From an optimization exercise on the open Yosys and OpenROAD flow, aimed at small area and a short achievable clock period; shortcuts taken in it are not production practice.
Where RTL was checked, it was by simulation tests only, not by an equivalence proof against the original.
Function not checked in runs 1 to 4: the RTL went through the layout flow alone.
Power and IR drop assume default switching activity.

## flow/design.v

```verilog
`timescale 1ns/100ps
module pipelined_divider (input             clock,
                          input             reset,
                          input             input_valid,
                          input       [5:0] input_tag,
                          input      [23:0] divisor,
                          input      [31:0] dividend,
                          output reg        output_valid,
                          output reg  [5:0] output_tag,
                          output reg [31:0] quotient,
                          output reg [31:0] remainder);
    wire       in_z = (divisor == 24'd0);
    wire       v0 = input_valid;
    wire [5:0] t0 = input_tag;
    wire [31:0] a0 = dividend ^ {32{dividend[31]}};   
    wire [23:0] d0 = {divisor[23:1], divisor[0] | in_z};
    wire       z0 = in_z;
    wire       n0 = dividend[31];
    wire [31:0] x0 = a0;
    wire [1:0] x2 = {x0[31], x0[30]};
    wire [1:0] dl2 = d0[1:0];
    wire hz2 = (d0[23:2] == 22'd0);
    wire [3:0] dl2_3 = {2'd0, dl2} + {1'd0, dl2, 1'b0};
    wire [4:0] s2_1 = {3'd0, x2} - {3'd0, dl2};
    wire [4:0] s2_2 = {3'd0, x2} - {2'd0, dl2, 1'b0};
    wire [4:0] s2_3 = {3'd0, x2} - {1'd0, dl2_3};
    wire c2_1 = hz2 & ~s2_1[4], c2_2 = hz2 & ~s2_2[4], c2_3 = hz2 & ~s2_3[4];
    wire [1:0] r2_c = c2_2 ? (c2_3 ? s2_3[1:0] : s2_2[1:0]) : (c2_1 ? s2_1[1:0] : x2[1:0]);
    reg        v1, n1, z1;
    reg  [5:0] t1;
    reg [23:0] d1;
    reg [29:0] a1;
    reg [31:30] q1;
    reg [1:0] r1;
    always @(posedge clock) begin
        v1 <= reset ? 1'b0 : v0;
        t1 <= t0;
        n1 <= n0;
        z1 <= z0;
        d1 <= d0;
        a1 <= x0[29:0];
        q1 <= {c2_2, (c2_2 ? c2_3 : c2_1)};
        r1 <= r2_c;
    end
    wire [3:0] x4 = {r1, a1[29], a1[28]};
    wire [3:0] dl4 = d1[3:0];
    wire hz4 = (d1[23:4] == 20'd0);
    wire [5:0] dl4_3 = {2'd0, dl4} + {1'd0, dl4, 1'b0};
    wire [6:0] s4_1 = {3'd0, x4} - {3'd0, dl4};
    wire [6:0] s4_2 = {3'd0, x4} - {2'd0, dl4, 1'b0};
    wire [6:0] s4_3 = {3'd0, x4} - {1'd0, dl4_3};
    wire c4_1 = hz4 & ~s4_1[6], c4_2 = hz4 & ~s4_2[6], c4_3 = hz4 & ~s4_3[6];
    wire [3:0] r4_c = c4_2 ? (c4_3 ? s4_3[3:0] : s4_2[3:0]) : (c4_1 ? s4_1[3:0] : x4[3:0]);
    wire [5:0] x6 = {r4_c, a1[27], a1[26]};
    wire [5:0] dl6 = d1[5:0];
    wire hz6 = (d1[23:6] == 18'd0);
    wire [7:0] dl6_3 = {2'd0, dl6} + {1'd0, dl6, 1'b0};
    wire [8:0] s6_1 = {3'd0, x6} - {3'd0, dl6};
    wire [8:0] s6_2 = {3'd0, x6} - {2'd0, dl6, 1'b0};
    wire [8:0] s6_3 = {3'd0, x6} - {1'd0, dl6_3};
    wire c6_1 = hz6 & ~s6_1[8], c6_2 = hz6 & ~s6_2[8], c6_3 = hz6 & ~s6_3[8];
    wire [5:0] r6_c = c6_2 ? (c6_3 ? s6_3[5:0] : s6_2[5:0]) : (c6_1 ? s6_1[5:0] : x6[5:0]);
    reg        v2, n2, z2;
    reg  [5:0] t2;
    reg [23:0] d2;
    reg [25:0] a2;
    reg [31:26] q2;
    reg [5:0] r2;
    always @(posedge clock) begin
        v2 <= reset ? 1'b0 : v1;
        t2 <= t1;
        n2 <= n1;
        z2 <= z1;
        d2 <= d1;
        a2 <= a1[25:0];
        q2 <= {q1, c4_2, (c4_2 ? c4_3 : c4_1), c6_2, (c6_2 ? c6_3 : c6_1)};
        r2 <= r6_c;
    end
    wire [7:0] x8 = {r2, a2[25], a2[24]};
    wire [7:0] dl8 = d2[7:0];
    wire hz8 = (d2[23:8] == 16'd0);
    wire [9:0] dl8_3 = {2'd0, dl8} + {1'd0, dl8, 1'b0};
    wire [10:0] s8_1 = {3'd0, x8} - {3'd0, dl8};
    wire [10:0] s8_2 = {3'd0, x8} - {2'd0, dl8, 1'b0};
    wire [10:0] s8_3 = {3'd0, x8} - {1'd0, dl8_3};
    wire c8_1 = hz8 & ~s8_1[10], c8_2 = hz8 & ~s8_2[10], c8_3 = hz8 & ~s8_3[10];
    wire [7:0] r8_c = c8_2 ? (c8_3 ? s8_3[7:0] : s8_2[7:0]) : (c8_1 ? s8_1[7:0] : x8[7:0]);
    reg        v3, n3, z3;
    reg  [5:0] t3;
    reg [23:0] d3;
    reg [23:0] a3;
    reg [31:24] q3;
    reg [7:0] r3;
    always @(posedge clock) begin
        v3 <= reset ? 1'b0 : v2;
        t3 <= t2;
        n3 <= n2;
        z3 <= z2;
        d3 <= d2;
        a3 <= a2[23:0];
        q3 <= {q2, c8_2, (c8_2 ? c8_3 : c8_1)};
        r3 <= r8_c;
    end
    wire [9:0] x10 = {r3, a3[23], a3[22]};
    wire [9:0] dl10 = d3[9:0];
    wire hz10 = (d3[23:10] == 14'd0);
    wire [11:0] dl10_3 = {2'd0, dl10} + {1'd0, dl10, 1'b0};
    wire [12:0] s10_1 = {3'd0, x10} - {3'd0, dl10};
    wire [12:0] s10_2 = {3'd0, x10} - {2'd0, dl10, 1'b0};
    wire [12:0] s10_3 = {3'd0, x10} - {1'd0, dl10_3};
    wire c10_1 = hz10 & ~s10_1[12], c10_2 = hz10 & ~s10_2[12], c10_3 = hz10 & ~s10_3[12];
    wire [9:0] r10_c = c10_2 ? (c10_3 ? s10_3[9:0] : s10_2[9:0]) : (c10_1 ? s10_1[9:0] : x10[9:0]);
    reg        v4, n4, z4;
    reg  [5:0] t4;
    reg [23:0] d4;
    reg [21:0] a4;
    reg [31:22] q4;
    reg [9:0] r4;
    always @(posedge clock) begin
        v4 <= reset ? 1'b0 : v3;
        t4 <= t3;
        n4 <= n3;
        z4 <= z3;
        d4 <= d3;
        a4 <= a3[21:0];
        q4 <= {q3, c10_2, (c10_2 ? c10_3 : c10_1)};
        r4 <= r10_c;
    end
    wire [11:0] x12 = {r4, a4[21], a4[20]};
    wire [11:0] dl12 = d4[11:0];
    wire hz12 = (d4[23:12] == 12'd0);
    wire [13:0] dl12_3 = {2'd0, dl12} + {1'd0, dl12, 1'b0};
    wire [14:0] s12_1 = {3'd0, x12} - {3'd0, dl12};
    wire [14:0] s12_2 = {3'd0, x12} - {2'd0, dl12, 1'b0};
    wire [14:0] s12_3 = {3'd0, x12} - {1'd0, dl12_3};
    wire c12_1 = hz12 & ~s12_1[14], c12_2 = hz12 & ~s12_2[14], c12_3 = hz12 & ~s12_3[14];
    wire [11:0] r12_c = c12_2 ? (c12_3 ? s12_3[11:0] : s12_2[11:0]) : (c12_1 ? s12_1[11:0] : x12[11:0]);
    reg        v5, n5, z5;
    reg  [5:0] t5;
    reg [23:0] d5;
    reg [19:0] a5;
    reg [31:20] q5;
    reg [11:0] r5;
    always @(posedge clock) begin
        v5 <= reset ? 1'b0 : v4;
        t5 <= t4;
        n5 <= n4;
        z5 <= z4;
        d5 <= d4;
        a5 <= a4[19:0];
        q5 <= {q4, c12_2, (c12_2 ? c12_3 : c12_1)};
        r5 <= r12_c;
    end
    wire [13:0] x14 = {r5, a5[19], a5[18]};
    wire [13:0] dl14 = d5[13:0];
    wire hz14 = (d5[23:14] == 10'd0);
    wire [15:0] dl14_3 = {2'd0, dl14} + {1'd0, dl14, 1'b0};
    wire [16:0] s14_1 = {3'd0, x14} - {3'd0, dl14};
    wire [16:0] s14_2 = {3'd0, x14} - {2'd0, dl14, 1'b0};
    wire [16:0] s14_3 = {3'd0, x14} - {1'd0, dl14_3};
    wire c14_1 = hz14 & ~s14_1[16], c14_2 = hz14 & ~s14_2[16], c14_3 = hz14 & ~s14_3[16];
    wire [13:0] r14_c = c14_2 ? (c14_3 ? s14_3[13:0] : s14_2[13:0]) : (c14_1 ? s14_1[13:0] : x14[13:0]);
    reg        v6, n6, z6;
    reg  [5:0] t6;
    reg [23:0] d6;
    reg [25:0] d3_6;
    reg [17:0] a6;
    reg [31:18] q6;
    reg [13:0] r6;
    always @(posedge clock) begin
        v6 <= reset ? 1'b0 : v5;
        t6 <= t5;
        n6 <= n5;
        z6 <= z5;
        d6 <= d5;
        d3_6 <= {2'd0, d5} + {1'd0, d5, 1'b0};
        a6 <= a5[17:0];
        q6 <= {q5, c14_2, (c14_2 ? c14_3 : c14_1)};
        r6 <= r14_c;
    end
    wire [15:0] x16 = {r6, a6[17], a6[16]};
    wire [26:0] s16_1 = {11'd0, x16} - {3'd0, d6};
    wire [26:0] s16_2 = {11'd0, x16} - {2'd0, d6, 1'b0};
    wire [26:0] s16_3 = {11'd0, x16} - {1'd0, d3_6};
    wire c16_1 = ~s16_1[26], c16_2 = ~s16_2[26], c16_3 = ~s16_3[26];
    wire [15:0] r16_c = c16_2 ? (c16_3 ? s16_3[15:0] : s16_2[15:0]) : (c16_1 ? s16_1[15:0] : x16[15:0]);
    reg        v7, n7, z7;
    reg  [5:0] t7;
    reg [23:0] d7;
    reg [25:0] d3_7;
    reg [15:0] a7;
    reg [31:16] q7;
    reg [15:0] r7;
    always @(posedge clock) begin
        v7 <= reset ? 1'b0 : v6;
        t7 <= t6;
        n7 <= n6;
        z7 <= z6;
        d7 <= d6;
        d3_7 <= d3_6;
        a7 <= a6[15:0];
        q7 <= {q6, c16_2, (c16_2 ? c16_3 : c16_1)};
        r7 <= r16_c;
    end
    wire [17:0] x18 = {r7, a7[15], a7[14]};
    wire [26:0] s18_1 = {9'd0, x18} - {3'd0, d7};
    wire [26:0] s18_2 = {9'd0, x18} - {2'd0, d7, 1'b0};
    wire [26:0] s18_3 = {9'd0, x18} - {1'd0, d3_7};
    wire c18_1 = ~s18_1[26], c18_2 = ~s18_2[26], c18_3 = ~s18_3[26];
    wire [17:0] r18_c = c18_2 ? (c18_3 ? s18_3[17:0] : s18_2[17:0]) : (c18_1 ? s18_1[17:0] : x18[17:0]);
    reg        v8, n8, z8;
    reg  [5:0] t8;
    reg [23:0] d8;
    reg [25:0] d3_8;
    reg [13:0] a8;
    reg [31:14] q8;
    reg [17:0] r8;
    always @(posedge clock) begin
        v8 <= reset ? 1'b0 : v7;
        t8 <= t7;
        n8 <= n7;
        z8 <= z7;
        d8 <= d7;
        d3_8 <= d3_7;
        a8 <= a7[13:0];
        q8 <= {q7, c18_2, (c18_2 ? c18_3 : c18_1)};
        r8 <= r18_c;
    end
    wire [19:0] x20 = {r8, a8[13], a8[12]};
    wire [26:0] s20_1 = {7'd0, x20} - {3'd0, d8};
    wire [26:0] s20_2 = {7'd0, x20} - {2'd0, d8, 1'b0};
    wire [26:0] s20_3 = {7'd0, x20} - {1'd0, d3_8};
    wire c20_1 = ~s20_1[26], c20_2 = ~s20_2[26], c20_3 = ~s20_3[26];
    wire [19:0] r20_c = c20_2 ? (c20_3 ? s20_3[19:0] : s20_2[19:0]) : (c20_1 ? s20_1[19:0] : x20[19:0]);
    reg        v9, n9, z9;
    reg  [5:0] t9;
    reg [23:0] d9;
    reg [25:0] d3_9;
    reg [11:0] a9;
    reg [31:12] q9;
    reg [19:0] r9;
    always @(posedge clock) begin
        v9 <= reset ? 1'b0 : v8;
        t9 <= t8;
        n9 <= n8;
        z9 <= z8;
        d9 <= d8;
        d3_9 <= d3_8;
        a9 <= a8[11:0];
        q9 <= {q8, c20_2, (c20_2 ? c20_3 : c20_1)};
        r9 <= r20_c;
    end
    wire [21:0] x22 = {r9, a9[11], a9[10]};
    wire [26:0] s22_1 = {5'd0, x22} - {3'd0, d9};
    wire [26:0] s22_2 = {5'd0, x22} - {2'd0, d9, 1'b0};
    wire [26:0] s22_3 = {5'd0, x22} - {1'd0, d3_9};
    wire c22_1 = ~s22_1[26], c22_2 = ~s22_2[26], c22_3 = ~s22_3[26];
    wire [21:0] r22_c = c22_2 ? (c22_3 ? s22_3[21:0] : s22_2[21:0]) : (c22_1 ? s22_1[21:0] : x22[21:0]);
    reg        v10, n10, z10;
    reg  [5:0] t10;
    reg [23:0] d10;
    reg [25:0] d3_10;
    reg [9:0] a10;
    reg [31:10] q10;
    reg [21:0] r10;
    always @(posedge clock) begin
        v10 <= reset ? 1'b0 : v9;
        t10 <= t9;
        n10 <= n9;
        z10 <= z9;
        d10 <= d9;
        d3_10 <= d3_9;
        a10 <= a9[9:0];
        q10 <= {q9, c22_2, (c22_2 ? c22_3 : c22_1)};
        r10 <= r22_c;
    end
    wire [23:0] x24 = {r10, a10[9], a10[8]};
    wire [26:0] s24_1 = {3'd0, x24} - {3'd0, d10};
    wire [26:0] s24_2 = {3'd0, x24} - {2'd0, d10, 1'b0};
    wire [26:0] s24_3 = {3'd0, x24} - {1'd0, d3_10};
    wire c24_1 = ~s24_1[26], c24_2 = ~s24_2[26], c24_3 = ~s24_3[26];
    wire [23:0] r24_c = c24_2 ? (c24_3 ? s24_3[23:0] : s24_2[23:0]) : (c24_1 ? s24_1[23:0] : x24[23:0]);
    reg        v11, n11, z11;
    reg  [5:0] t11;
    reg [23:0] d11;
    reg [25:0] d3_11;
    reg [7:0] a11;
    reg [31:8] q11;
    reg [23:0] r11;
    always @(posedge clock) begin
        v11 <= reset ? 1'b0 : v10;
        t11 <= t10;
        n11 <= n10;
        z11 <= z10;
        d11 <= d10;
        d3_11 <= d3_10;
        a11 <= a10[7:0];
        q11 <= {q10, c24_2, (c24_2 ? c24_3 : c24_1)};
        r11 <= r24_c;
    end
    wire [25:0] x26 = {r11, a11[7], a11[6]};
    wire [26:0] s26_1 = {1'd0, x26} - {3'd0, d11};
    wire [26:0] s26_2 = {1'd0, x26} - {2'd0, d11, 1'b0};
    wire [26:0] s26_3 = {1'd0, x26} - {1'd0, d3_11};
    wire c26_1 = ~s26_1[26], c26_2 = ~s26_2[26], c26_3 = ~s26_3[26];
    wire [23:0] r26_c = c26_2 ? (c26_3 ? s26_3[23:0] : s26_2[23:0]) : (c26_1 ? s26_1[23:0] : x26[23:0]);
    reg        v12, n12, z12;
    reg  [5:0] t12;
    reg [23:0] d12;
    reg [25:0] d3_12;
    reg [5:0] a12;
    reg [31:6] q12;
    reg [23:0] r12;
    always @(posedge clock) begin
        v12 <= reset ? 1'b0 : v11;
        t12 <= t11;
        n12 <= n11;
        z12 <= z11;
        d12 <= d11;
        d3_12 <= d3_11;
        a12 <= a11[5:0];
        q12 <= {q11, c26_2, (c26_2 ? c26_3 : c26_1)};
        r12 <= r26_c;
    end
    wire [25:0] x28 = {r12, a12[5], a12[4]};
    wire [26:0] s28_1 = {1'd0, x28} - {3'd0, d12};
    wire [26:0] s28_2 = {1'd0, x28} - {2'd0, d12, 1'b0};
    wire [26:0] s28_3 = {1'd0, x28} - {1'd0, d3_12};
    wire c28_1 = ~s28_1[26], c28_2 = ~s28_2[26], c28_3 = ~s28_3[26];
    wire [23:0] r28_c = c28_2 ? (c28_3 ? s28_3[23:0] : s28_2[23:0]) : (c28_1 ? s28_1[23:0] : x28[23:0]);
    reg        v13, n13, z13;
    reg  [5:0] t13;
    reg [23:0] d13;
    reg [25:0] d3_13;
    reg [3:0] a13;
    reg [31:4] q13;
    reg [23:0] r13;
    always @(posedge clock) begin
        v13 <= reset ? 1'b0 : v12;
        t13 <= t12;
        n13 <= n12;
        z13 <= z12;
        d13 <= d12;
        d3_13 <= d3_12;
        a13 <= a12[3:0];
        q13 <= {q12, c28_2, (c28_2 ? c28_3 : c28_1)};
        r13 <= r28_c;
    end
    wire [25:0] x30 = {r13, a13[3], a13[2]};
    wire [26:0] s30_1 = {1'd0, x30} - {3'd0, d13};
    wire [26:0] s30_2 = {1'd0, x30} - {2'd0, d13, 1'b0};
    wire [26:0] s30_3 = {1'd0, x30} - {1'd0, d3_13};
    wire c30_1 = ~s30_1[26], c30_2 = ~s30_2[26], c30_3 = ~s30_3[26];
    wire [23:0] r30_c = c30_2 ? (c30_3 ? s30_3[23:0] : s30_2[23:0]) : (c30_1 ? s30_1[23:0] : x30[23:0]);
    reg        v14, n14, z14;
    reg  [5:0] t14;
    reg [23:0] d14;
    reg [1:0] a14;
    reg [31:2] q14;
    reg [23:0] r14;
    always @(posedge clock) begin
        v14 <= reset ? 1'b0 : v13;
        t14 <= t13;
        n14 <= n13;
        z14 <= z13;
        d14 <= d13;
        a14 <= a13[1:0];
        q14 <= {q13, c30_2, (c30_2 ? c30_3 : c30_1)};
        r14 <= r30_c;
    end
    wire [24:0] p31 = {r14, a14[1]};
    wire [25:0] s31 = {1'b0, p31} - {2'b0, d14};
    wire g31 = ~s31[25];
    wire [23:0] r31_c = g31 ? s31[23:0] : p31[23:0];
    reg        v15, n15, z15;
    reg  [5:0] t15;
    reg [23:0] d15;
    reg [0:0] a15;
    reg [31:1] q15;
    reg [23:0] r15;
    always @(posedge clock) begin
        v15 <= reset ? 1'b0 : v14;
        t15 <= t14;
        n15 <= n14;
        z15 <= z14;
        d15 <= d14;
        a15 <= a14[0:0];
        q15 <= {q14, g31};
        r15 <= r31_c;
    end
    wire [24:0] xf = {r15, a15[0]};
    wire [25:0] sf = {1'b0, xf} - {2'd0, d15};
    wire        gf = ~sf[25];
    wire [23:0] rf = gf ? sf[23:0] : xf[23:0];
    wire [31:0] qf = {q15, gf};
    wire [25:0] xi = {1'b0, xf} + 26'd1;
    wire        ex = gf ? (xi == {1'b0, d15, 1'b0}) : (xi == {2'd0, d15});
    wire [30:0] qhn = -q15;
    wire [31:0] qn = gf ? {~q15, 1'b1} : {qhn, 1'b0};   
    wire [31:0] qs = n15 ? (ex ? ~qf : qn) : qf;
    wire [31:0] rs = n15 ? (ex ? 32'd0 : ~{8'd0, rf}) : {8'd0, rf};
    wire [31:0] qa = qf ^ {32{n15}};   
    always @(posedge clock) begin
        output_valid <= reset ? 1'b0 : v15;
        output_tag <= t15;
        quotient <= z15 ? {{31{~n15}}, 1'b1} : qs;
        remainder <= z15 ? qa : rs;
    end
endmodule
```

## flow/flow/run.sh

```bash
#!/bin/bash
set -euo pipefail
here=$(cd "$(dirname "$0")" && pwd)
source "$here/vars.sh"
bash standard.sh > flow.log 2>&1
```

## flow/flow/vars.sh

```bash
# ORFS variables for this flow (see run.sh)
# No full-adder cell mapping in synthesis: ABC maps the adders itself.
export ADDER_MAP_FILE=
# Port buffers: a plain buffer rather than the default pick (a delay cell).
export BUFFER_PORTS_ARGS="-buffer_cell sky130_fd_sc_hd__buf_2"
```

## flow/standard.sh

```bash
#!/bin/bash
# synth_recipe.tcl (not shown) runs the flow's synth.tcl, then flattens the netlist and writes it again
# the make line also repeats each setting of config.mk as NAME=value (left out here)
make -C /OpenROAD-flow-scripts/flow DESIGN_CONFIG=/design/flow/config.mk WORK_HOME=/design/flow/orfs CLKGATE_MAP_FILE= SYNTH_SCRIPT=/design/flow/synth_recipe.tcl "${@:-finish}"
```

## flow/config.mk

```make
export PLATFORM = sky130hd
export DESIGN_NAME = pipelined_divider
export DESIGN_NICKNAME = pipelined_divider
export VERILOG_FILES = /design/flow/design.v
export SDC_FILE = /design/flow/constraint.sdc
export NUM_CORES = 4
export LEC_CHECK = 0
export ABC_AREA = 0
export ABC_CLOCK_PERIOD_IN_PS = 2500
export CAP_MARGIN = 20
export CORE_MARGIN = 2
export CORE_UTILIZATION = 40
export CTS_CLUSTER_DIAMETER = 80
export CTS_CLUSTER_SIZE = 30
export SETUP_SLACK_MARGIN = 4.25
export SLEW_MARGIN = 20
```

## flow/constraint.sdc

```tcl
create_clock -name core_clock -period 7.0 [get_ports {clock}]
set_input_delay 1.4000 -clock core_clock [delete_from_list [all_inputs] [get_ports {clock}]]
set_output_delay 1.4000 -clock core_clock [all_outputs]
set_load 0.01 [all_outputs]
```

==> results of run 1 <==
metal layers:
metal  GRT usage (%)  share of wire [%]
met5               0                  0
met4            7.89                4.1
met3            2.30                3.4
met2            37.5                 51
met1            24.3                 41
power by group through the flow:
| stage | Combinational (mW) | Clock (mW) | Sequential (mW) |
|---|---|---|---|
| global route | 17.6 | 6.52 | 11.6 |
| finish | 16.4 | 6.00 | 11.4 |
| detailed placement | 11.2 | 0 | 11.5 |
| floorplan | 9.69 | 0 | 10.7 |
| CTS | 14.7 | 6.20 | 11.3 |
| global placement | 11.0 | 0 | 11.5 |
state kept, by name, summed over array words and instances, names as in the netlist, 28 cells and up:
| signal | count |
|---|---|
| quotient | 32 |
| remainder | 32 |
| q15 | 31 |
| a1 | 30 |
| q14 | 30 |
| q13 | 28 |
through the flow:
| stage | utilization [%] | area (um2) | power, mW | hold slack, ns | setup WS, ns |
|---|---|---|---|---|---|
| 6_report | 53.8 | 88500 | 33.8 | 0.313 | 2.05 |
| 3_5_place_dp | 43.5 | 71600 | 22.7 | 0.312 | 1.22 |
| 3_3_place_gp | 43.5 | 71600 | 22.5 | 0.310 | 1.17 |
| 2_1_floorplan | - | 69900 | 20.4 | 0.309 | 2.38 |
| 4_1_cts | 50.9 | 83800 | 32.2 | 0.314 | 2.01 |
| 5_1_grt | 53.8 | 88500 | 35.7 | 0.309 | 1.87 |
synthesized netlist by cell type (77+ instances only):
cell type and number:
xnor2_1 818, inv_1 404, nand3_1 110, maj3_1 299, nand2_1 539, dfxtp_1 1494, nand2b_1 185, a21oi_1 383
o21ai_0 408, nor2_1 535, a31oi_1 77, xor2_1 245, mux2i_1 78, o22ai_1 100, nor3_1 129, nor2b_1 204
clkbuf_1 258
cell families (layout without fill, tap and decap cells):
logic type / after synthesis / after routing / synth area share [%]
AO/OA/AOI/OAI: 1610 / 1614 / 15.7
other: 1 / 4 / 0.00566
XOR/XNOR: 1063 / 1063 / 14.1
buffers and inverters: 742 / 1562 / 4.32
flip-flops: 1494 / 1494 / 45.2
AND/OR/NAND/NOR: 1975 / 1984 / 14.4
multiplexers: 94 / 94 / 1.45
adder cells (fa/ha/maj): 322 / 330 / 4.91
cell type report:
type | instances | area share (%)
Clock buffer | 92 | 2.52
Antenna cell | 2 | 0.00565
Clock inverter | 58 | 1.12
Tap cell | 2189 | 3.09
Multi-Input combinational cell | 5087 | 46.8
Inverter | 418 | 1.85
Sequential cell | 1494 | 34.2
Timing Repair Buffer | 994 | 10.4
what timing repair did:
action,CTS,global route
hold buffers,0,0
cloned,40,9
setup buffers,562,228
pin swaps,563,575
resized for setup,865,601
hold endpoints to repair,0,0
endpoints found under the setup margin,352,348
path summary, 6_finish.rpt:
path,end,cells after the start
max reg2reg,quotient[4],24
min,a8[13],0
min reg2reg,a8[13],0
max,quotient[4],24
==> impl_metrics.env, run 1 <==
export IMPL_status="finished clean"
export IMPL_routed_wl_mm=186
export IMPL_yosys_warnings=1
export IMPL_r2r_setup_slack_ns=2.05
export IMPL_dpl_hpwl_mm=119
export IMPL_power_frac_comb_pct=48.6
export IMPL_clkSinkCount=1494
export IMPL_grt_use_total_pct=20.5
export IMPL_multiInputGateArea_mm2=0.0415
export IMPL_p_int_mw=20.6
export IMPL_final_common_cell="dfxtp_1"
export IMPL_io_buffer_count=135
export IMPL_p_leak_nw=34.7
export IMPL_crit_family="compound AO/OA/AOI/OAI gates"
export IMPL_cp_slowest_cell="or3_4"
export IMPL_drive_gt1_share_pct=31.7
export IMPL_power_frac_clock_pct=17.7
export IMPL_final_cell_mix="1350 x dfxtp_1, 765 x xnor2_1, 589 x buf_4, 453 x nand2_1, 452 x nor2_1"
export IMPL_cap_violations=0
export IMPL_die_w_um=411
export IMPL_grt_pass1_wl_mm=282
export IMPL_cts_tree="yes"
export IMPL_vdd_drop_max_mv=0.281
export IMPL_yosysSeqAreaShare_pct=45.2
export IMPL_dpl_cell_count=9341
export IMPL_clk_pin_slew_ns=0.10
export IMPL_netlist_area_mm2=0.0662
export IMPL_first_iter_violations=3474
export IMPL_async_reset_ff_share_pct=0
export IMPL_vias_per_cell=5.25
export IMPL_cp_end_kind="flop"
export IMPL_critPathMaxStageDelay_ns=0.42
export IMPL_final_nets=8147
export IMPL_rsz0062_at_grt="true"
export IMPL_crit_chain="nor2b_4 > a221oi_4 > o31ai_4 > a31oi_2 > o21ai_2 > maj3_2 > a211o_1 > o211a_4 > nor2_4 > buf_4 > buf_6 > mux2i_4 > xnor2_2 > nor4_1 > and4_4 > buf_6 > buf_6 > buf_6 > buf_12 > nand2b_4 > or3_4 > nor2_4 > mux2i_1 > o22ai_1"
export IMPL_antenna_found_initial=1
export IMPL_final_cells=10300
export IMPL_grt_overflow_total=0
export IMPL_cts_root_buf="clkbuf_16"
export IMPL_relSlewSlack_pct=31.4
export IMPL_arrival_ns=5.55
export IMPL_finalSetupTns_ns=0
export IMPL_wl_per_cell_um=18.0
export IMPL_finalSetupViolations=0
export IMPL_yosysUniqueCellTypes=105
export IMPL_synth_main_ff_cell="dfxtp_1"
export IMPL_p_sw_mw=13.2
export IMPL_coreArea_mm2=0.165
export IMPL_rows=149
export IMPL_swShare_pct=39.0
export IMPL_synth_avg_cell_area_um2=9.07
export IMPL_regArea_mm2=0.0303
export IMPL_netlist_instances=7301
export IMPL_ys_ff_latch=1494
export IMPL_start_kind="flop"
export IMPL_fillCellCount=14000
export IMPL_tightest_slew_ns=1.02
export IMPL_synth_edff_count=0
export IMPL_regToRegStartpoint="d15[0]"
export IMPL_grt_max_degree=98
export IMPL_die_h_um=411
export IMPL_grt_pass1_vias=52100
export IMPL_drc=0
export IMPL_required_ns=7.60
export IMPL_crit_start="d15[0]"
export IMPL_synth_top_cell_area_share_pct=45.2
export IMPL_cts_buffers=87
export IMPL_clockBufferDepth=3
export IMPL_pwr_share_seq_pct=33.7
export IMPL_hold_viol_final=0
export IMPL_min_delay_start="a7[13]"
export IMPL_htreeDepth=3
export IMPL_initial_core_util_pct=40.2
export IMPL_slew_violations=0
export IMPL_vias=54200
export IMPL_finClkSkew_ns=0.0571
export IMPL_path_common_cell="buf_6"
export IMPL_cp_max_fo=4
export IMPL_path_buf_inv=6
export IMPL_critPathKind="reg -> reg"
export IMPL_min_period_ns=4.95
export IMPL_ant_nets=0
export IMPL_powerDensity_mw_per_mm2=382
export IMPL_io_pin_count=136
export IMPL_die_area_mm2=0.169
export IMPL_drtPass1Iterations=6
export IMPL_synthTopCellsByArea="dfxtp_1 45%, xnor2_1 11%, maj3_1 4.5%, xor2_1 3.2%, o21ai_0 3.1%"
export IMPL_areaGrowthSynthToFinish_pct=33.7
export IMPL_holdCritPathClass="reg -> reg"
export IMPL_fmax_mhz=202
export IMPL_gp_congestion=0.862
export IMPL_clkLatencyLatePin_ns=0.76
export IMPL_synth_largest_area_cell="dfxtp_1"
export IMPL_period_share_pct=70.7
==> run 2: changes to the inputs <==
--- a/flow/design.v
+++ b/flow/design.v
@@ -391,14 +391,18 @@
     wire [24:0] xf = {r15, a15[0]};
     wire [25:0] sf = {1'b0, xf} - {2'd0, d15};
     wire        gf = ~sf[25];
-    wire [23:0] rf = gf ? sf[23:0] : xf[23:0];
     wire [31:0] qf = {q15, gf};
     wire [25:0] xi = {1'b0, xf} + 26'd1;
-    wire        ex = gf ? (xi == {1'b0, d15, 1'b0}) : (xi == {2'd0, d15});
+    wire        e0 = (xi == {2'd0, d15});         
+    wire        e1 = (xi == {1'b0, d15, 1'b0});   
     wire [30:0] qhn = -q15;
-    wire [31:0] qn = gf ? {~q15, 1'b1} : {qhn, 1'b0};   
-    wire [31:0] qs = n15 ? (ex ? ~qf : qn) : qf;
-    wire [31:0] rs = n15 ? (ex ? 32'd0 : ~{8'd0, rf}) : {8'd0, rf};
+    wire [30:0] qsh = n15 ? ((gf | e0) ? ~q15 : qhn) : q15;
+    wire        qs0 = gf ^ (n15 & (gf ? e1 : e0));
+    wire [31:0] qs = {qsh, qs0};
+    wire [23:0] rg1 = n15 ? (e1 ? 24'd0 : ~sf[23:0]) : sf[23:0];
+    wire [23:0] rg0 = n15 ? (e0 ? 24'd0 : ~xf[23:0]) : xf[23:0];
+    wire [7:0]  rs8 = {8{n15 & ~(gf ? e1 : e0)}};
+    wire [31:0] rs = {rs8, gf ? rg1 : rg0};
     wire [31:0] qa = qf ^ {32{n15}};   
     always @(posedge clock) begin
         output_valid <= reset ? 1'b0 : v15;
--- a/flow/config.mk
+++ b/flow/config.mk
@@ -5,8 +5,8 @@
 export SDC_FILE = /design/flow/constraint.sdc
 export NUM_CORES = 4
 export LEC_CHECK = 0
-export ABC_AREA = 0
-export ABC_CLOCK_PERIOD_IN_PS = 2500
+export ABC_AREA = 1
+export ABC_CLOCK_PERIOD_IN_PS = 3000
 export CAP_MARGIN = 20
 export CORE_MARGIN = 2
 export CORE_UTILIZATION = 40
==> run 2 against run 1 <==
Effect of this change:
- clock skew rose by 0.013 ns
- cell count rose by 41%
- total power rose by 5.8%
- still clean
- count of clock-buffer cells in the layout rose by 4
- sequential share of layout area fell by 2.2 points
- via count rose by 39%
==> impl_metrics.env, run 2 <==
export IMPL_status="finished clean"
export IMPL_ant_nets=0
export IMPL_whs_ns=0.315
export IMPL_yosysSeqAreaShare_pct=39.5
export IMPL_rsz0062_at_grt="true"
export IMPL_async_reset_ff_share_pct=0
export IMPL_drc=0
export IMPL_period_share_pct=44.0
export IMPL_cp_max_fo=6
export IMPL_min_period_ns=3.08
export IMPL_die_area_mm2=0.193
export IMPL_critPathKind="reg -> reg"
export IMPL_grt_max_degree=94
export IMPL_start_kind="flop"
export IMPL_final_cell_mix="1971 x nor2_1, 1693 x nand2_1, 1625 x inv_1, 1187 x dfxtp_1, 641 x a21oi_1"
export IMPL_clkLatencyLatePin_ns=0.78
export IMPL_powerDensity_mw_per_mm2=375
export IMPL_cp_slowest_cell="dfxtp_4"
export IMPL_antenna_found_initial=8
export IMPL_synth_avg_cell_area_um2=6.66
export IMPL_fillCellCount=18500
export IMPL_pre_cts_ws_ns=2.73
export IMPL_top_regs="quotient x32, remainder x32, q15 x31"
export IMPL_routed_top_layer="met5"
export IMPL_io_pin_count=136
export IMPL_critPathMaxStageDelay_ns=0.38
export IMPL_yosysUniqueCellTypes=75
export IMPL_gp_congestion=0.963
export IMPL_cts_buffers=90
export IMPL_final_nets=12100
export IMPL_netlist_area_mm2=0.0757
export IMPL_drtPass1Iterations=6
export IMPL_relSlewSlack_pct=24.5
export IMPL_areaGrowthSynthToFinish_pct=26.2
export IMPL_vias_per_cell=5.18
export IMPL_grt_overflow_total=0
export IMPL_tightest_slew_ns=1.13
export IMPL_coreArea_mm2=0.188
export IMPL_finalSetupViolations=0
export IMPL_wl_met3_mm=14.1
export IMPL_synthTopCellsByArea="dfxtp_1 40%, nor2_1 11%, nand2_1 10%, inv_1 8.9%, xor2_1 5.4%"
export IMPL_first_iter_violations=5811
export IMPL_wl_met2_mm=123
export IMPL_crit_chain="clkinvlp_4 > nor3_4 > nand2_4 > inv_4 > nand3_4 > nor2_4 > xor2_1 > nand4_1 > a21oi_2 > nand4_1 > nor3_4 > buf_6 > buf_6 > buf_12 > a21oi_4 > buf_6 > nand2_2 > nand3_2 > nand3_2 > nand2_1"
export IMPL_clockBufferDepth=3
export IMPL_arrival_ns=3.73
export IMPL_rows=159
export IMPL_clkSinkCount=1494
export IMPL_grt_pass1_vias=68600
export IMPL_grt_pass1_wl_mm=384
export IMPL_vias=75400
export IMPL_fin_util_pct=50.8
export IMPL_netlist_instances=11400
export IMPL_synth_top_cell_area_share_pct=39.5
export IMPL_finClkSkew_ns=0.0701
export IMPL_cts_root_buf="clkbuf_16"
export IMPL_required_ns=7.66
export IMPL_synthTopCellsByCount="2279 x nor2_1, 2031 x nand2_1, 1791 x inv_1, 1494 x dfxtp_1, 769 x a21oi_1"
export IMPL_fin_ws_ns=3.92
export IMPL_cts_tree="yes"
export IMPL_grt_use_total_pct=25.1
export IMPL_synth_main_ff_cell="dfxtp_1"
export IMPL_yosys_cell_count_top_type="nor2_1"
export IMPL_fmax_mhz=325
export IMPL_routed_wl_mm=262
export IMPL_die_h_um=439
export IMPL_final_common_cell="nor2_1"
export IMPL_holdCritPathClass="reg -> reg"
export IMPL_io_buffer_count=135
export IMPL_wl_per_cell_um=18.0
export IMPL_synth_edff_count=0
export IMPL_hold_viol_final=0
export IMPL_cp_end_kind="flop"
export IMPL_die_w_um=439
export IMPL_path_common_cell="buf_6"
export IMPL_htreeDepth=3
export IMPL_p_leak_nw=44.8
export IMPL_hold_buffers=0
export IMPL_drive_gt1_share_pct=22.6
export IMPL_yosys_warnings=1
export IMPL_initial_core_util_pct=40.3
export IMPL_finalSetupTns_ns=0
export IMPL_dpl_hpwl_mm=192
export IMPL_vdd_drop_max_mv=0.233
export IMPL_cap_violations=0
export IMPL_slew_violations=0
export IMPL_wl_met1_mm=114
export IMPL_clk_pin_slew_ns=0.11
export IMPL_synth_largest_area_cell="dfxtp_1"
export IMPL_ys_ff_latch=1494
==> run 2: cell count changes in the layout (fill, tap and decap cells not counted), sizes merged, moves of 219 or more <==
cell / previous run / this run
a21oi: 384 / 775
buf: 987 / 661
inv: 436 / 1825
maj3: 330 / 0
nand2: 544 / 2061
nand3: 110 / 539
nor2: 540 / 2292
o21ai: 447 / 716
xnor2: 818 / 118
xor2: 245 / 464
==> run 2: final cells by class <==
cell class              count  area, um2  area share (%)
diodes                      1       2.50         0.00262
clock buffers              96       2310            2.42
well taps                2495       3120            3.27
repair inverters           15        138           0.144
multi-input cells        7905      45200            47.4
clock inverters            57       1090            1.14
inverters                1816       7030            7.37
repair buffers            673       6000            6.29
flip-flops and latches   1494      30500            32.0
==> run 2: final timing paths <==
path,from,endpoint,slack (ns),depth (start not counted)
hold / removal,a1[25],a2[25],0.31,0
hold reg to reg,a1[25],a2[25],0.31,0
setup reg to reg,r15[2],quotient[5],3.92,20
setup / recovery,r15[2],quotient[5],3.92,20
==> run 2: per-layer routing <==
metal  vias up  track usage, %
li1      37400               -
met1     35300            33.1
met2      2163            42.5
met3       498            2.95
met4         2            8.41
met5         -               0
==> run 2: worst max-delay path: cells and delay by family, from the launching register on <==
kind	cells	cell delay (ns)
DFF	1	0.38
AOI/OAI and AO/OA	2	0.20
and+or+nand+nor	11	1.44
buffers and inverters	6	0.77
xor gates and xnor gates	1	0.17
==> run 2: timing repair <==
item | in CTS | in global routing
gates resized for setup | 1121 | 1475
endpoints found under the setup margin | 349 | 341
buffers inserted | 267 | 224
pin swaps | 245 | 423
gates cloned | 48 | 11
==> run 2: kinds of logic after synthesis <==
group	after synthesis	synth area share, %
and+or+nand+nor	5319	28.9
buffers and inverters	1980	9.98
other	1	0.00496
xor gates and xnor gates	582	6.74
DFF	1494	39.5
AOI/OAI and AO/OA	1978	14.9
==> run 2: power by group <==
| group | switching, mW | leakage [nW] | internal, mW | total, mW |
|---|---|---|---|---|
| sequential | 1.33 | 12.5 | 9.82 | 11.2 |
| combinational | 11.7 | 30.6 | 6.65 | 18.4 |
| clock | 3.44 | 1.63 | 2.82 | 6.26 |
==> run 2: per-stage QoR <==
step           cells  cell area [um2]  power (mW)
2_1_floorplan  11400            75700        20.7
3_3_place_gp   13800            78900        24.8
3_5_place_dp   13800            78900        24.8
4_1_cts        14300            88800        33.5
5_1_grt        14600            95500        38.0
6_report       14600            95500        35.8
==> run 3: changes to the inputs <==
--- a/flow/design.v
+++ b/flow/design.v
@@ -29,6 +29,7 @@
     reg        v1, n1, z1;
     reg  [5:0] t1;
     reg [23:0] d1;
+    reg [7:0] t3_1;
     reg [29:0] a1;
     reg [31:30] q1;
     reg [1:0] r1;
@@ -38,6 +39,7 @@
         n1 <= n0;
         z1 <= z0;
         d1 <= d0;
+        t3_1 <= {2'd0, d0[5:0]} + {1'd0, d0[5:0], 1'b0};
         a1 <= x0[29:0];
         q1 <= {c2_2, (c2_2 ? c2_3 : c2_1)};
         r1 <= r2_c;
@@ -45,7 +47,7 @@
     wire [3:0] x4 = {r1, a1[29], a1[28]};
     wire [3:0] dl4 = d1[3:0];
     wire hz4 = (d1[23:4] == 20'd0);
-    wire [5:0] dl4_3 = {2'd0, dl4} + {1'd0, dl4, 1'b0};
+    wire [5:0] dl4_3 = t3_1[5:0];
     wire [6:0] s4_1 = {3'd0, x4} - {3'd0, dl4};
     wire [6:0] s4_2 = {3'd0, x4} - {2'd0, dl4, 1'b0};
     wire [6:0] s4_3 = {3'd0, x4} - {1'd0, dl4_3};
@@ -54,7 +56,7 @@
     wire [5:0] x6 = {r4_c, a1[27], a1[26]};
     wire [5:0] dl6 = d1[5:0];
     wire hz6 = (d1[23:6] == 18'd0);
-    wire [7:0] dl6_3 = {2'd0, dl6} + {1'd0, dl6, 1'b0};
+    wire [7:0] dl6_3 = t3_1[7:0];
     wire [8:0] s6_1 = {3'd0, x6} - {3'd0, dl6};
     wire [8:0] s6_2 = {3'd0, x6} - {2'd0, dl6, 1'b0};
     wire [8:0] s6_3 = {3'd0, x6} - {1'd0, dl6_3};
--- a/flow/config.mk
+++ b/flow/config.mk
@@ -12,5 +12,6 @@
 export CORE_UTILIZATION = 40
 export CTS_CLUSTER_DIAMETER = 80
 export CTS_CLUSTER_SIZE = 30
-export SETUP_SLACK_MARGIN = 4.25
+export SETUP_SLACK_MARGIN = 4.35
 export SLEW_MARGIN = 20
+export TNS_END_PERCENT = 20
==> run 3 against run 2 <==
Effect of this change:
- non-clock buffer count fell by 221
- clock power rose by 8.9%
- highest routed layer unchanged
- sequential share of layout area rose by 0.054 points
- largest power group unchanged
==> impl_metrics.env, run 3 <==
export IMPL_status="finished clean"
export IMPL_cp_end_kind="flop"
export IMPL_routed_wl_mm=282
export IMPL_min_period_ns=2.74
export IMPL_pre_cts_ws_ns=2.62
export IMPL_start_kind="flop"
export IMPL_yosys_warnings=1
export IMPL_cts_buffers=99
export IMPL_final_common_cell="nand2_1"
export IMPL_powerDensity_mw_per_mm2=379
export IMPL_yosys_cell_count_top_type="nand2_1"
export IMPL_initial_core_util_pct=40.2
export IMPL_drc=0
export IMPL_fin_area_mm2=0.0955
export IMPL_synthTopCellsByCount="2809 x nand2_1, 2342 x nor2_1, 1847 x inv_1, 1501 x dfxtp_1, 803 x a21oi_1"
export IMPL_top_regs="quotient x32, remainder x32, q15 x31"
export IMPL_relSlewSlack_pct=37.2
export IMPL_required_ns=7.69
export IMPL_antenna_found_initial=7
export IMPL_crit_start="d10[17]"
export IMPL_cts_tree="yes"
export IMPL_critPathMaxStageDelay_ns=0.51
export IMPL_yosysSeqAreaShare_pct=37.1
export IMPL_synth_top_cell_area_share_pct=37.1
export IMPL_p_leak_nw=45.9
export IMPL_io_buffer_count=135
export IMPL_synth_top_family_by_area="simple AND/OR/NAND/NOR gates"
export IMPL_yosysUniqueCellTypes=81
export IMPL_fillCellCount=20900
export IMPL_whs_ns=0.311
export IMPL_tightest_slew_ns=0.941
export IMPL_synthXorXnorAreaFrac_pct=6.29
export IMPL_synthTopCellsByArea="dfxtp_1 37%, nand2_1 13%, nor2_1 11%, inv_1 8.6%, a21oi_1 5.0%"
export IMPL_grt_pass1_wl_mm=416
export IMPL_drive_gt1_share_pct=14.8
export IMPL_rows=165
export IMPL_wl_per_cell_um=17.9
export IMPL_die_w_um=454
export IMPL_final_nets=13100
export IMPL_fin_util_pct=47.4
export IMPL_ys_ff_latch=1501
export IMPL_finalSetupViolations=0
export IMPL_final_cells=15700
export IMPL_async_reset_ff_share_pct=0
export IMPL_dpl_hpwl_mm=217
export IMPL_fmax_mhz=365
export IMPL_areaGrowthSynthToFinish_pct=17.9
export IMPL_io_pin_count=136
export IMPL_synth_main_ff_cell="dfxtp_1"
export IMPL_ant_nets=0
export IMPL_grt_max_degree=70
export IMPL_min_delay_start="a5[13]"
export IMPL_placed_cell_area_mm2=0.0843
export IMPL_vdd_drop_max_mv=0.243
export IMPL_gp_congestion=0.983
export IMPL_rsz0062_at_grt="true"
export IMPL_synth_avg_cell_area_um2=6.44
export IMPL_finClkSkew_ns=0.0726
export IMPL_regToRegStartpoint="d10[17]"
export IMPL_fin_total_pwr_mw=36.2
export IMPL_crit_chain="nor2_1 > nor2_1 > nand2_1 > nor2_1 > and3_1 > nand4_1 > buf_4 > nand3_1 > nand3_1 > nand2_1 > o21ai_0 > nand3_1 > o21ai_0 > o21ai_0"
export IMPL_synth_largest_area_cell="dfxtp_1"
export IMPL_arrival_ns=3.43
export IMPL_htreeDepth=3
export IMPL_grt_use_total_pct=25.7
export IMPL_clk_pin_slew_ns=0.10
export IMPL_period_share_pct=39.1
export IMPL_die_area_mm2=0.206
export IMPL_grt_overflow_total=0
export IMPL_yosys_area_share_simple_pct=32.8
export IMPL_drtPass1Iterations=8
export IMPL_grt_pass1_vias=72200
export IMPL_die_h_um=454
export IMPL_vias_per_cell=5.09
export IMPL_cp_slowest_cell="dfxtp_1"
export IMPL_finalSetupTns_ns=0
export IMPL_netlist_area_mm2=0.0810
export IMPL_clkSinkCount=1501
export IMPL_first_iter_violations=7122
export IMPL_synth_edff_count=0
export IMPL_slew_violations=0
export IMPL_cts_root_buf="clkbuf_16"
export IMPL_cp_max_fo=4
export IMPL_synth_compound_area_share_pct=13.9
export IMPL_critPathKind="reg -> reg"
export IMPL_cap_violations=0
export IMPL_vias=80200
export IMPL_clkLatencyLatePin_ns=0.80
export IMPL_coreArea_mm2=0.202
export IMPL_final_cell_mix="2659 x nand2_1, 2094 x nor2_1, 1754 x inv_1, 1205 x dfxtp_1, 739 x a21oi_1"
export IMPL_clockBufferDepth=3
export IMPL_fin_ws_ns=4.26
export IMPL_synth_mux_area_share_pct=0.0124
export IMPL_dpl_cell_count=15200
export IMPL_hold_viol_final=0
export IMPL_netlist_instances=12600
export IMPL_holdCritPathClass="reg -> reg"
export IMPL_synth_adder_area_share_pct=0.0124
[run 3: cell count changes in the layout (fill, tap and decap cells not counted), moves of 52 or more]
cell / before / now
a21oi_1: 641 / 739
buf_4: 401 / 244
inv_1: 1625 / 1754
inv_2: 135 / 81
nand2_1: 1693 / 2659
nand2_2: 249 / 134
nand2_4: 97 / 41
nand3_1: 395 / 618
nor2_1: 1971 / 2094
nor3_1: 72 / 124
o21ai_0: 443 / 650
o21ai_2: 102 / 42
[run 3: worst max-delay path, delay by kind of cell, from the launching register on]
| family | cells | cell delay (ns) |
|---|---|---|
| and+or+nand+nor | 10 | 1.50 |
| DFF | 1 | 0.51 |
| buffers and inverters | 1 | 0.17 |
| AOI/OAI and AO/OA | 3 | 0.44 |
[run 3: logic make-up after synthesis]
kind of cell / Yosys count
other: 1
buffers and inverters: 2064
DFF: 1501
AOI/OAI and AO/OA: 2030
xor gates and xnor gates: 580
and+or+nand+nor: 6415
muxes: 1
adders and majority gates: 1
[run 3: power breakdown]
| part | internal (mW) | switching, mW | total (mW) |
|---|---|---|---|
| Clock | 3.05 | 3.76 | 6.82 |
| Combinational | 6.06 | 11.9 | 17.9 |
| Sequential | 9.88 | 1.54 | 11.4 |
[run 3: cell type report]
cell class | instances | area [um2] | share of cell area [%]
Timing Repair Buffer | 452 | 3910 | 4.09
Antenna cell | 4 | 10.0 | 0.0105
Timing Repair inverter | 15 | 118 | 0.123
Clock buffer | 103 | 2520 | 2.64
Inverter | 1872 | 7220 | 7.56
Clock inverter | 75 | 1330 | 1.39
Sequential cell | 1501 | 30600 | 32.1
Tap cell | 2672 | 3340 | 3.50
Multi-Input combinational cell | 9046 | 46500 | 48.6
[run 3: worst paths after layout]
check / depth (start not counted) / slack [ns] / to
min reg2reg: 0 / 0.31 / a6[13]
max reg2reg: 14 / 4.26 / r11[22]
min: 0 / 0.31 / a6[13]
max: 14 / 4.26 / r11[22]
[run 3: layer usage]
layer  vias to the layer above  wire length [um]  GRT usage, %
met5                         -                 7             0
met4                         2             11600          9.57
met3                       489             16500          2.39
met2                      2494            126000          41.8
met1                     36500            127000          35.2
li1                      40700                 -             -
[run 3: timing repair]
item / in CTS / in global routing
setup endpoints to repair: 402 / 406
pin swaps: 63 / 193
hold buffers: 0 / 0
resized for setup: 499 / 1047
gates cloned: 24 / 22
setup buffers: 107 / 166
==> run 4: changes to the inputs <==
--- a/flow/config.mk
+++ b/flow/config.mk
@@ -9,7 +9,7 @@
 export ABC_CLOCK_PERIOD_IN_PS = 3000
 export CAP_MARGIN = 20
 export CORE_MARGIN = 2
-export CORE_UTILIZATION = 40
+export CORE_UTILIZATION = 45
 export CTS_CLUSTER_DIAMETER = 80
 export CTS_CLUSTER_SIZE = 30
 export SETUP_SLACK_MARGIN = 4.35
==> run 4 against run 3 <==
Effect of this change:
- still clean on timing, DRC and antenna
- utilization increased by 6.0 points
- sequential power about the same
- sequential cell count unchanged
- synthesized cell count unchanged
- non-clock buffer count shrank 4
- cell count decreased by 2.1%
- largest cell class unchanged
- largest power group unchanged
==> impl_metrics.env, run 4 <==
export IMPL_synth_main_ff_cell="dfxtp_1"
export IMPL_grt_overflow_total=0
export IMPL_finalSetupViolations=0
export IMPL_synth_avg_cell_area_um2=6.44
export IMPL_htreeDepth=3
export IMPL_cts_root_buf="clkbuf_16"
export IMPL_fmax_mhz=338
export IMPL_tightest_slew_ns=0.872
export IMPL_slew_violations=0
export IMPL_ys_ff_latch=1501
export IMPL_dpl_hpwl_mm=234
export IMPL_synthTopCellsByCount="2809 x nand2_1, 2342 x nor2_1, 1847 x inv_1, 1501 x dfxtp_1, 803 x a21oi_1"
export IMPL_netlist_area_mm2=0.0810
export IMPL_whs_ns=0.291
export IMPL_holdCritPathClass="reg -> reg"
export IMPL_io_pin_count=136
export IMPL_swShare_pct=48.5
export IMPL_r2r_setup_slack_ns=4.04
export IMPL_hold_depth=0
export IMPL_use_met2_pct=48.2
export IMPL_routed_wl_mm=299
export IMPL_grt_max_degree=90
export IMPL_cts_buffers=96
export IMPL_power_frac_clock_pct=18.5
export IMPL_cp_max_fo=5
export IMPL_grtUsageMet3_pct=3.57
export IMPL_coreArea_mm2=0.179
export IMPL_p_leak_nw=45.9
export IMPL_first_iter_violations=7700
export IMPL_critPathKind="reg -> reg"
export IMPL_hold_viol_final=0
export IMPL_clkLatencyLatePin_ns=0.80
export IMPL_vdd_drop_max_mv=0.325
export IMPL_met1_usage_pct=42.6
export IMPL_relSlewSlack_pct=41.9
export IMPL_grt_use_total_pct=30.5
export IMPL_io_buffer_count=135
export IMPL_finClkSkew_ns=0.0488
export IMPL_netlist_instances=12600
export IMPL_pwr_share_seq_pct=31.3
export IMPL_initial_core_util_pct=45.4
export IMPL_final_common_cell="nand2_1"
export IMPL_vias=81800
export IMPL_top_regs="quotient x32, remainder x32, q15 x31"
export IMPL_antenna_found_initial=14
export IMPL_powerDensity_mw_per_mm2=383
export IMPL_cp_end_kind="flop"
export IMPL_rows=155
export IMPL_grt_pass1_vias=73600
export IMPL_final_nets=13100
export IMPL_top_usage_layer="met2"
export IMPL_drtPass1Iterations=8
export IMPL_yosys_warnings=1
export IMPL_clkSinkCount=1501
export IMPL_status="finished clean"
export IMPL_p_int_mw=18.8
export IMPL_p_sw_mw=17.7
export IMPL_min_period_ns=2.96
export IMPL_reg2reg_depth=12
export IMPL_gp_congestion=1.04
export IMPL_period_share_pct=42.3
export IMPL_cap_violations=0
export IMPL_drive_gt1_share_pct=14.9
export IMPL_yosysSeqAreaShare_pct=37.1
export IMPL_synth_edff_count=0
export IMPL_power_frac_comb_pct=50.2
export IMPL_final_cell_mix="2620 x nand2_1, 2089 x nor2_1, 1751 x inv_1, 1250 x dfxtp_1, 734 x a21oi_1"
export IMPL_drc=0
export IMPL_vias_per_cell=5.31
export IMPL_ant_nets=0
export IMPL_die_h_um=428
export IMPL_die_area_mm2=0.183
export IMPL_fillCellCount=18000
export IMPL_wl_per_cell_um=19.4
export IMPL_finalSetupTns_ns=0
export IMPL_clk_pin_slew_ns=0.10
export IMPL_async_reset_ff_share_pct=0
export IMPL_yosys_cell_count_top_type="nand2_1"
export IMPL_required_ns=7.74
export IMPL_clockBufferDepth=3
export IMPL_rsz0062_at_grt="true"
export IMPL_arrival_ns=3.70
export IMPL_areaGrowthSynthToFinish_pct=17.6
export IMPL_grt_pass1_wl_mm=436
export IMPL_yosysUniqueCellTypes=81
export IMPL_synth_top_cell_area_share_pct=37.1
export IMPL_die_w_um=428
export IMPL_synth_largest_area_cell="dfxtp_1"
export IMPL_start_kind="flop"
export IMPL_synthTopCellsByArea="dfxtp_1 37%, nand2_1 13%, nor2_1 11%, inv_1 8.6%, a21oi_1 5.0%"
export IMPL_cts_tree="yes"
## run 4: critical path, stage by stage (launching register included)
cell,delay (ns)
dfxtp_1,0.36
inv_1,0.19
nor2_1,0.11
nor2_1,0.33
inv_1,0.08
nor2_1,0.23
inv_1,0.09
nor4_1,0.51
o2111ai_1,0.40
a31o_2,0.33
nand3_1,0.10
nand3_1,0.08
nand2_1,0.11
## run 4: per-stage QoR
stage | util, % | total power, mW | std cells | worst slack, ns | instance area (um2)
detailed placement | 47.0 | 27.0 | 14900 | 2.69 | 83900
global placement | 47.0 | 27.0 | 14900 | 2.71 | 83900
finish | 53.4 | 36.5 | 15400 | 4.04 | 95300
CTS | 50.7 | 34.9 | 15200 | 4.16 | 90600
floorplan | - | 22.0 | 12600 | 4.19 | 81100
global route | 53.3 | 38.8 | 15400 | 4.00 | 95300
## run 4: path summary, 6_finish.rpt
check,from,endpoint
max reg2reg,r10[11],r11[18]
min,q10[25],q11[25]
max,r10[11],r11[18]
min reg2reg,q10[25],q11[25]
## run 4: final cells by class
type | count | area, um2 | area share (%)
Inverter | 1872 | 7220 | 7.57
Multi-Input combinational cell | 9051 | 46700 | 49.0
Sequential cell | 1501 | 30600 | 32.1
Tap cell | 2355 | 2950 | 3.09
Clock inverter | 68 | 1390 | 1.46
Timing Repair inverter | 18 | 134 | 0.140
Clock buffer | 100 | 2460 | 2.58
Antenna cell | 3 | 7.51 | 0.00788
Timing Repair Buffer | 448 | 3860 | 4.05
## run 4: what timing repair did
item,in CTS,in global routing
endpoints found under the setup margin,413,397
hold buffers,0,0
buffers inserted,91,178
resized for setup,594,989
cloned,30,26
pin swaps,76,174
## run 4: cell families (layout without fill, tap and decap cells)
| kind of cell | count (synthesis) | after routing | share of synthesized area, % |
|---|---|---|---|
| AOI/OAI and AO/OA | 2030 | 2031 | 13.9 |
| other | 1 | 5 | 0.00463 |
| adders and majority gates | 1 | 1 | 0.0124 |
| and+or+nand+nor | 6415 | 6436 | 32.8 |
| muxes | 1 | 1 | 0.0124 |
| xor gates and xnor gates | 580 | 580 | 6.29 |
| buffers and inverters | 2064 | 2506 | 9.94 |
| DFF | 1501 | 1501 | 37.1 |
## run 4: power by group through the flow
stage	Combinational (mW)	Clock (mW)	Sequential (mW)
after floorplan	11.3	0	10.6
after global placement	15.6	0	11.5
after detailed placement	15.5	0	11.5
after CTS	16.6	6.91	11.4
after global routing	20.0	7.22	11.5
final	18.3	6.75	11.4
## run 4: metal layers
| layer | routed length, um | up-vias | part of all wire, % |
|---|---|---|---|
| li1 | - | 40700 | - |
| met1 | 136000 | 37900 | 45 |
| met2 | 132000 | 2812 | 44 |
| met3 | 20600 | 484 | 6.9 |
| met4 | 11100 | 6 | 3.7 |
| met5 | 41 | - | 0.014 |
==> run 5: changes to the inputs <==
--- a/flow/design.v
+++ b/flow/design.v
@@ -9,13 +9,21 @@
                           output reg  [5:0] output_tag,
                           output reg [31:0] quotient,
                           output reg [31:0] remainder);
+    reg        v0;
+    reg  [5:0] t0;
+    reg [31:0] a0;
+    reg [23:0] d0;
+    reg        z0;
+    reg        n0;
     wire       in_z = (divisor == 24'd0);
-    wire       v0 = input_valid;
-    wire [5:0] t0 = input_tag;
-    wire [31:0] a0 = dividend ^ {32{dividend[31]}};   
-    wire [23:0] d0 = {divisor[23:1], divisor[0] | in_z};
-    wire       z0 = in_z;
-    wire       n0 = dividend[31];
+    always @(posedge clock) begin
+        v0 <= reset ? 1'b0 : input_valid;
+        t0 <= input_tag;
+        a0 <= dividend ^ {32{dividend[31]}};   
+        d0 <= {divisor[23:1], divisor[0] | in_z};
+        z0 <= in_z;
+        n0 <= dividend[31];
+    end
     wire [31:0] x0 = a0;
     wire [1:0] x2 = {x0[31], x0[30]};
     wire [1:0] dl2 = d0[1:0];
@@ -26,37 +34,35 @@
     wire [4:0] s2_3 = {3'd0, x2} - {1'd0, dl2_3};
     wire c2_1 = hz2 & ~s2_1[4], c2_2 = hz2 & ~s2_2[4], c2_3 = hz2 & ~s2_3[4];
     wire [1:0] r2_c = c2_2 ? (c2_3 ? s2_3[1:0] : s2_2[1:0]) : (c2_1 ? s2_1[1:0] : x2[1:0]);
+    wire [3:0] x4 = {r2_c, x0[29], x0[28]};
+    wire [3:0] dl4 = d0[3:0];
+    wire hz4 = (d0[23:4] == 20'd0);
+    wire [5:0] dl4_3 = {2'd0, dl4} + {1'd0, dl4, 1'b0};
+    wire [6:0] s4_1 = {3'd0, x4} - {3'd0, dl4};
+    wire [6:0] s4_2 = {3'd0, x4} - {2'd0, dl4, 1'b0};
+    wire [6:0] s4_3 = {3'd0, x4} - {1'd0, dl4_3};
+    wire c4_1 = hz4 & ~s4_1[6], c4_2 = hz4 & ~s4_2[6], c4_3 = hz4 & ~s4_3[6];
+    wire [3:0] r4_c = c4_2 ? (c4_3 ? s4_3[3:0] : s4_2[3:0]) : (c4_1 ? s4_1[3:0] : x4[3:0]);
     reg        v1, n1, z1;
     reg  [5:0] t1;
     reg [23:0] d1;
-    reg [7:0] t3_1;
-    reg [29:0] a1;
-    reg [31:30] q1;
-    reg [1:0] r1;
+    reg [27:0] a1;
+    reg [31:28] q1;
+    reg [3:0] r1;
     always @(posedge clock) begin
         v1 <= reset ? 1'b0 : v0;
         t1 <= t0;
         n1 <= n0;
         z1 <= z0;
         d1 <= d0;
-        t3_1 <= {2'd0, d0[5:0]} + {1'd0, d0[5:0], 1'b0};
-        a1 <= x0[29:0];
-        q1 <= {c2_2, (c2_2 ? c2_3 : c2_1)};
-        r1 <= r2_c;
+        a1 <= x0[27:0];
+        q1 <= {c2_2, (c2_2 ? c2_3 : c2_1), c4_2, (c4_2 ? c4_3 : c4_1)};
+        r1 <= r4_c;
     end
-    wire [3:0] x4 = {r1, a1[29], a1[28]};
-    wire [3:0] dl4 = d1[3:0];
-    wire hz4 = (d1[23:4] == 20'd0);
-    wire [5:0] dl4_3 = t3_1[5:0];
-    wire [6:0] s4_1 = {3'd0, x4} - {3'd0, dl4};
-    wire [6:0] s4_2 = {3'd0, x4} - {2'd0, dl4, 1'b0};
-    wire [6:0] s4_3 = {3'd0, x4} - {1'd0, dl4_3};
-    wire c4_1 = hz4 & ~s4_1[6], c4_2 = hz4 & ~s4_2[6], c4_3 = hz4 & ~s4_3[6];
-    wire [3:0] r4_c = c4_2 ? (c4_3 ? s4_3[3:0] : s4_2[3:0]) : (c4_1 ? s4_1[3:0] : x4[3:0]);
-    wire [5:0] x6 = {r4_c, a1[27], a1[26]};
+    wire [5:0] x6 = {r1, a1[27], a1[26]};
     wire [5:0] dl6 = d1[5:0];
     wire hz6 = (d1[23:6] == 18'd0);
-    wire [7:0] dl6_3 = t3_1[7:0];
+    wire [7:0] dl6_3 = {2'd0, dl6} + {1'd0, dl6, 1'b0};
     wire [8:0] s6_1 = {3'd0, x6} - {3'd0, dl6};
     wire [8:0] s6_2 = {3'd0, x6} - {2'd0, dl6, 1'b0};
     wire [8:0] s6_3 = {3'd0, x6} - {1'd0, dl6_3};
@@ -75,7 +81,7 @@
         z2 <= z1;
         d2 <= d1;
         a2 <= a1[25:0];
-        q2 <= {q1, c4_2, (c4_2 ? c4_3 : c4_1), c6_2, (c6_2 ? c6_3 : c6_1)};
+        q2 <= {q1, c6_2, (c6_2 ? c6_3 : c6_1)};
         r2 <= r6_c;
     end
     wire [7:0] x8 = {r2, a2[25], a2[24]};
--- a/flow/config.mk
+++ b/flow/config.mk
@@ -9,9 +9,8 @@
 export ABC_CLOCK_PERIOD_IN_PS = 3000
 export CAP_MARGIN = 20
 export CORE_MARGIN = 2
-export CORE_UTILIZATION = 45
+export CORE_UTILIZATION = 40
 export CTS_CLUSTER_DIAMETER = 80
 export CTS_CLUSTER_SIZE = 30
-export SETUP_SLACK_MARGIN = 4.35
+export SETUP_SLACK_MARGIN = 4.25
 export SLEW_MARGIN = 20
-export TNS_END_PERCENT = 20
==> run 5 against run 4 <==
Effect of this change:
- still clean on timing, DRC and antenna
- clock skew grew 0.016 ns
- first-iteration DRC count shrank 0.96%
- sequential cell count grew 59
- largest power group unchanged
==> impl_metrics.env, run 5 <==
export IMPL_status="finished clean"
export IMPL_synth_adder_area_share_pct=0.0122
export IMPL_cts_root_buf="clkbuf_16"
export IMPL_dpl_cell_count=15300
export IMPL_synth_largest_area_cell="dfxtp_1"
export IMPL_io_buffer_count=135
export IMPL_grt_overflow_total=0
export IMPL_synthTopCellsByArea="dfxtp_1 38%, nand2_1 14%, nor2_1 10%, inv_1 7.8%, a21oi_1 4.9%"
export IMPL_initial_core_util_pct=40.3
export IMPL_dpl_hpwl_mm=252
export IMPL_grt_pass1_vias=75500
export IMPL_cp_max_fo=13
export IMPL_yosysUniqueCellTypes=71
export IMPL_die_w_um=456
export IMPL_clockBufferDepth=3
export IMPL_synth_avg_cell_area_um2=6.48
export IMPL_grt_max_degree=60
export IMPL_synth_top_cell_area_share_pct=38.2
export IMPL_reg2reg_to="r13[5]"
export IMPL_finalSetupViolations=0
export IMPL_finalSetupTns_ns=0
export IMPL_slew_violations=0
export IMPL_synth_top_family_by_area="simple AND/OR/NAND/NOR gates"
export IMPL_routed_wl_mm=316
export IMPL_fmax_mhz=363
export IMPL_path_buf_inv=2
export IMPL_antenna_found_initial=13
export IMPL_tightest_slew_ns=0.969
export IMPL_critPathMaxStageDelay_ns=0.50
export IMPL_final_common_cell="nand2_1"
export IMPL_holdCritPathClass="reg -> reg"
export IMPL_start_kind="flop"
export IMPL_fin_ws_ns=4.24
export IMPL_die_h_um=456
export IMPL_hold_buffers=0
export IMPL_critPathKind="reg -> reg"
export IMPL_path_common_cell="nand2_1"
export IMPL_rsz0062_at_grt="true"
export IMPL_top_regs="quotient x32, remainder x32"
export IMPL_ys_ff_latch=1560
export IMPL_gp_congestion=0.995
export IMPL_arrival_ns=3.33
export IMPL_cp_slowest_cell="dfxtp_1"
export IMPL_yosys_cell_count_top_type="nand2_1"
export IMPL_drtPass1Iterations=6
export IMPL_reg2reg_depth=13
export IMPL_clk_pin_slew_ns=0.10
export IMPL_final_cell_mix="2934 x nand2_1, 1983 x nor2_1, 1659 x inv_1, 1259 x dfxtp_1, 745 x a21oi_1"
export IMPL_die_area_mm2=0.208
export IMPL_finClkSkew_ns=0.0645
export IMPL_synthXorXnorAreaFrac_pct=6.26
export IMPL_vdd_drop_max_mv=0.244
export IMPL_hold_viol_final=0
export IMPL_synth_edff_count=0
export IMPL_async_reset_ff_share_pct=0
export IMPL_vias_per_cell=5.26
export IMPL_relSlewSlack_pct=35.4
export IMPL_cts_tree="yes"
export IMPL_cts_buffers=98
export IMPL_yosys_warnings=1
export IMPL_endpoint="r13[5]"
export IMPL_yosysSeqAreaShare_pct=38.2
export IMPL_crit_family="simple AND/OR/NAND/NOR gates"
export IMPL_netlist_instances=12600
export IMPL_final_nets=13000
export IMPL_drc=0
export IMPL_synthTopCellsByCount="3042 x nand2_1, 2217 x nor2_1, 1710 x inv_1, 1560 x dfxtp_1, 796 x a21oi_1"
export IMPL_cap_violations=0
export IMPL_drive_gt1_share_pct=12.4
export IMPL_yosys_area_share_simple_pct=32.9
export IMPL_first_iter_violations=7626
export IMPL_r2r_setup_slack_ns=4.24
export IMPL_crit_start="d12[5]"
export IMPL_clkSinkCount=1560
export IMPL_rows=165
export IMPL_ant_nets=0
export IMPL_areaGrowthSynthToFinish_pct=15.9
export IMPL_coreArea_mm2=0.203
export IMPL_cp_num_cells=13
export IMPL_synth_compound_area_share_pct=13.6
export IMPL_grt_pass1_wl_mm=463
export IMPL_final_cells=15600
export IMPL_cp_end_kind="flop"
export IMPL_pre_cts_ws_ns=3.10
export IMPL_powerDensity_mw_per_mm2=392
export IMPL_synth_main_ff_cell="dfxtp_1"
export IMPL_fin_util_pct=46.7
export IMPL_synth_mux_area_share_pct=0.0138
export IMPL_regToRegStartpoint="d12[5]"
export IMPL_vias=82400
export IMPL_min_period_ns=2.76
export IMPL_grt_use_total_pct=28.7
export IMPL_clkLatencyLatePin_ns=0.83
export IMPL_htreeDepth=3
export IMPL_required_ns=7.57
export IMPL_wl_per_cell_um=20.2
export IMPL_io_pin_count=136
export IMPL_period_share_pct=39.4
export IMPL_netlist_area_mm2=0.0818
export IMPL_p_leak_nw=45.4
export IMPL_crit_chain="nor2_1 > nor2_1 > nand2_1 > nor3_2 > nand2_1 > nand2_2 > inv_1 > nor3_2 > nor2_2 > bufinv_8 > a21oi_1 > o21ai_0 > nand2_1"
-- run 5: layer usage --
layer,global-route usage [%],vias up,routed length (um)
met1,38.9,38500,142000
met4,11.6,2,14800
met3,3.13,543,18000
met2,46.4,2730,141000
met5,0,-,13
li1,-,40600,-
-- run 5: power breakdown --
group,switching [mW],internal [mW]
clock,3.94,3.13
sequential,1.71,10.3
combinational,12.3,5.83
total,18.0,19.2
-- run 5: cell families after synthesis --
group	count (synthesis)
XOR/XNOR	582
adder cells (fa/ha/maj)	1
AO/OA/AOI/OAI	2010
AND/OR/NAND/NOR	6547
multiplexers	1
other	1
flip-flops	1560
buffers and inverters	1915
-- run 5: timing repair --
action / 4_1_cts / 5_1_grt
hold endpoints to repair: 0 / 0
pin swaps: 20 / 108
resized for setup: 524 / 801
gates cloned: 15 / 16
buffers inserted: 43 / 107
setup endpoints to repair: 341 / 338
-- run 5: per-stage QoR --
step / hold WS (ns) / area (um2) / power [mW]
2_1_floorplan: 0.310 / 81800 / 22.4
3_3_place_gp: 0.310 / 85300 / 28.1
3_5_place_dp: 0.312 / 85300 / 28.0
4_1_cts: 0.311 / 91300 / 35.9
5_1_grt: 0.318 / 94800 / 39.5
6_report: 0.305 / 94800 / 37.2
-- run 5: area by class of cell --
type | count | area (um2)
Antenna cell | 5 | 12.5
Clock buffer | 104 | 2520
Clock inverter | 72 | 1500
Fill cell | 21000 | 108000
Inverter | 1740 | 6710
Multi-Input combinational cell | 9150 | 45700
Sequential cell | 1560 | 31800
Tap cell | 2672 | 3340
Timing Repair Buffer | 338 | 3040
Timing Repair inverter | 7 | 50.0
-- run 5: worst min-delay path by stage --
stage          startpoint      to  cells past startpoint
2_1_floorplan       a9[0]  a10[0]                      0
3_3_place_gp       q2[31]  q3[31]                      0
3_5_place_dp          z14     z15                      0
4_1_cts               n14     n15                      0
5_1_grt            q3[24]  q4[24]                      0
6_report              n14     n15                      0
-- run 5: worst reg2reg max path: stages, from the launching register on --
cell and delay, ns:
dfxtp_1 0.50, nor2_1 0.12, nor2_1 0.24, nand2_1 0.14, nor3_2 0.28, nand2_1 0.12, nand2_2 0.13, inv_1 0.08
nor3_2 0.14, nor2_2 0.07, bufinv_8 0.25, a21oi_1 0.06, o21ai_0 0.16, nand2_1 0.25

Check on run 5: ideal ports give 4.243 ns setup slack; a clkbuf_16 on the clock port and buf_2 on the inputs give 4.182 ns; moving port delays by the midpoint clock arrival (0.873 ns) as well gives 3.894 ns.
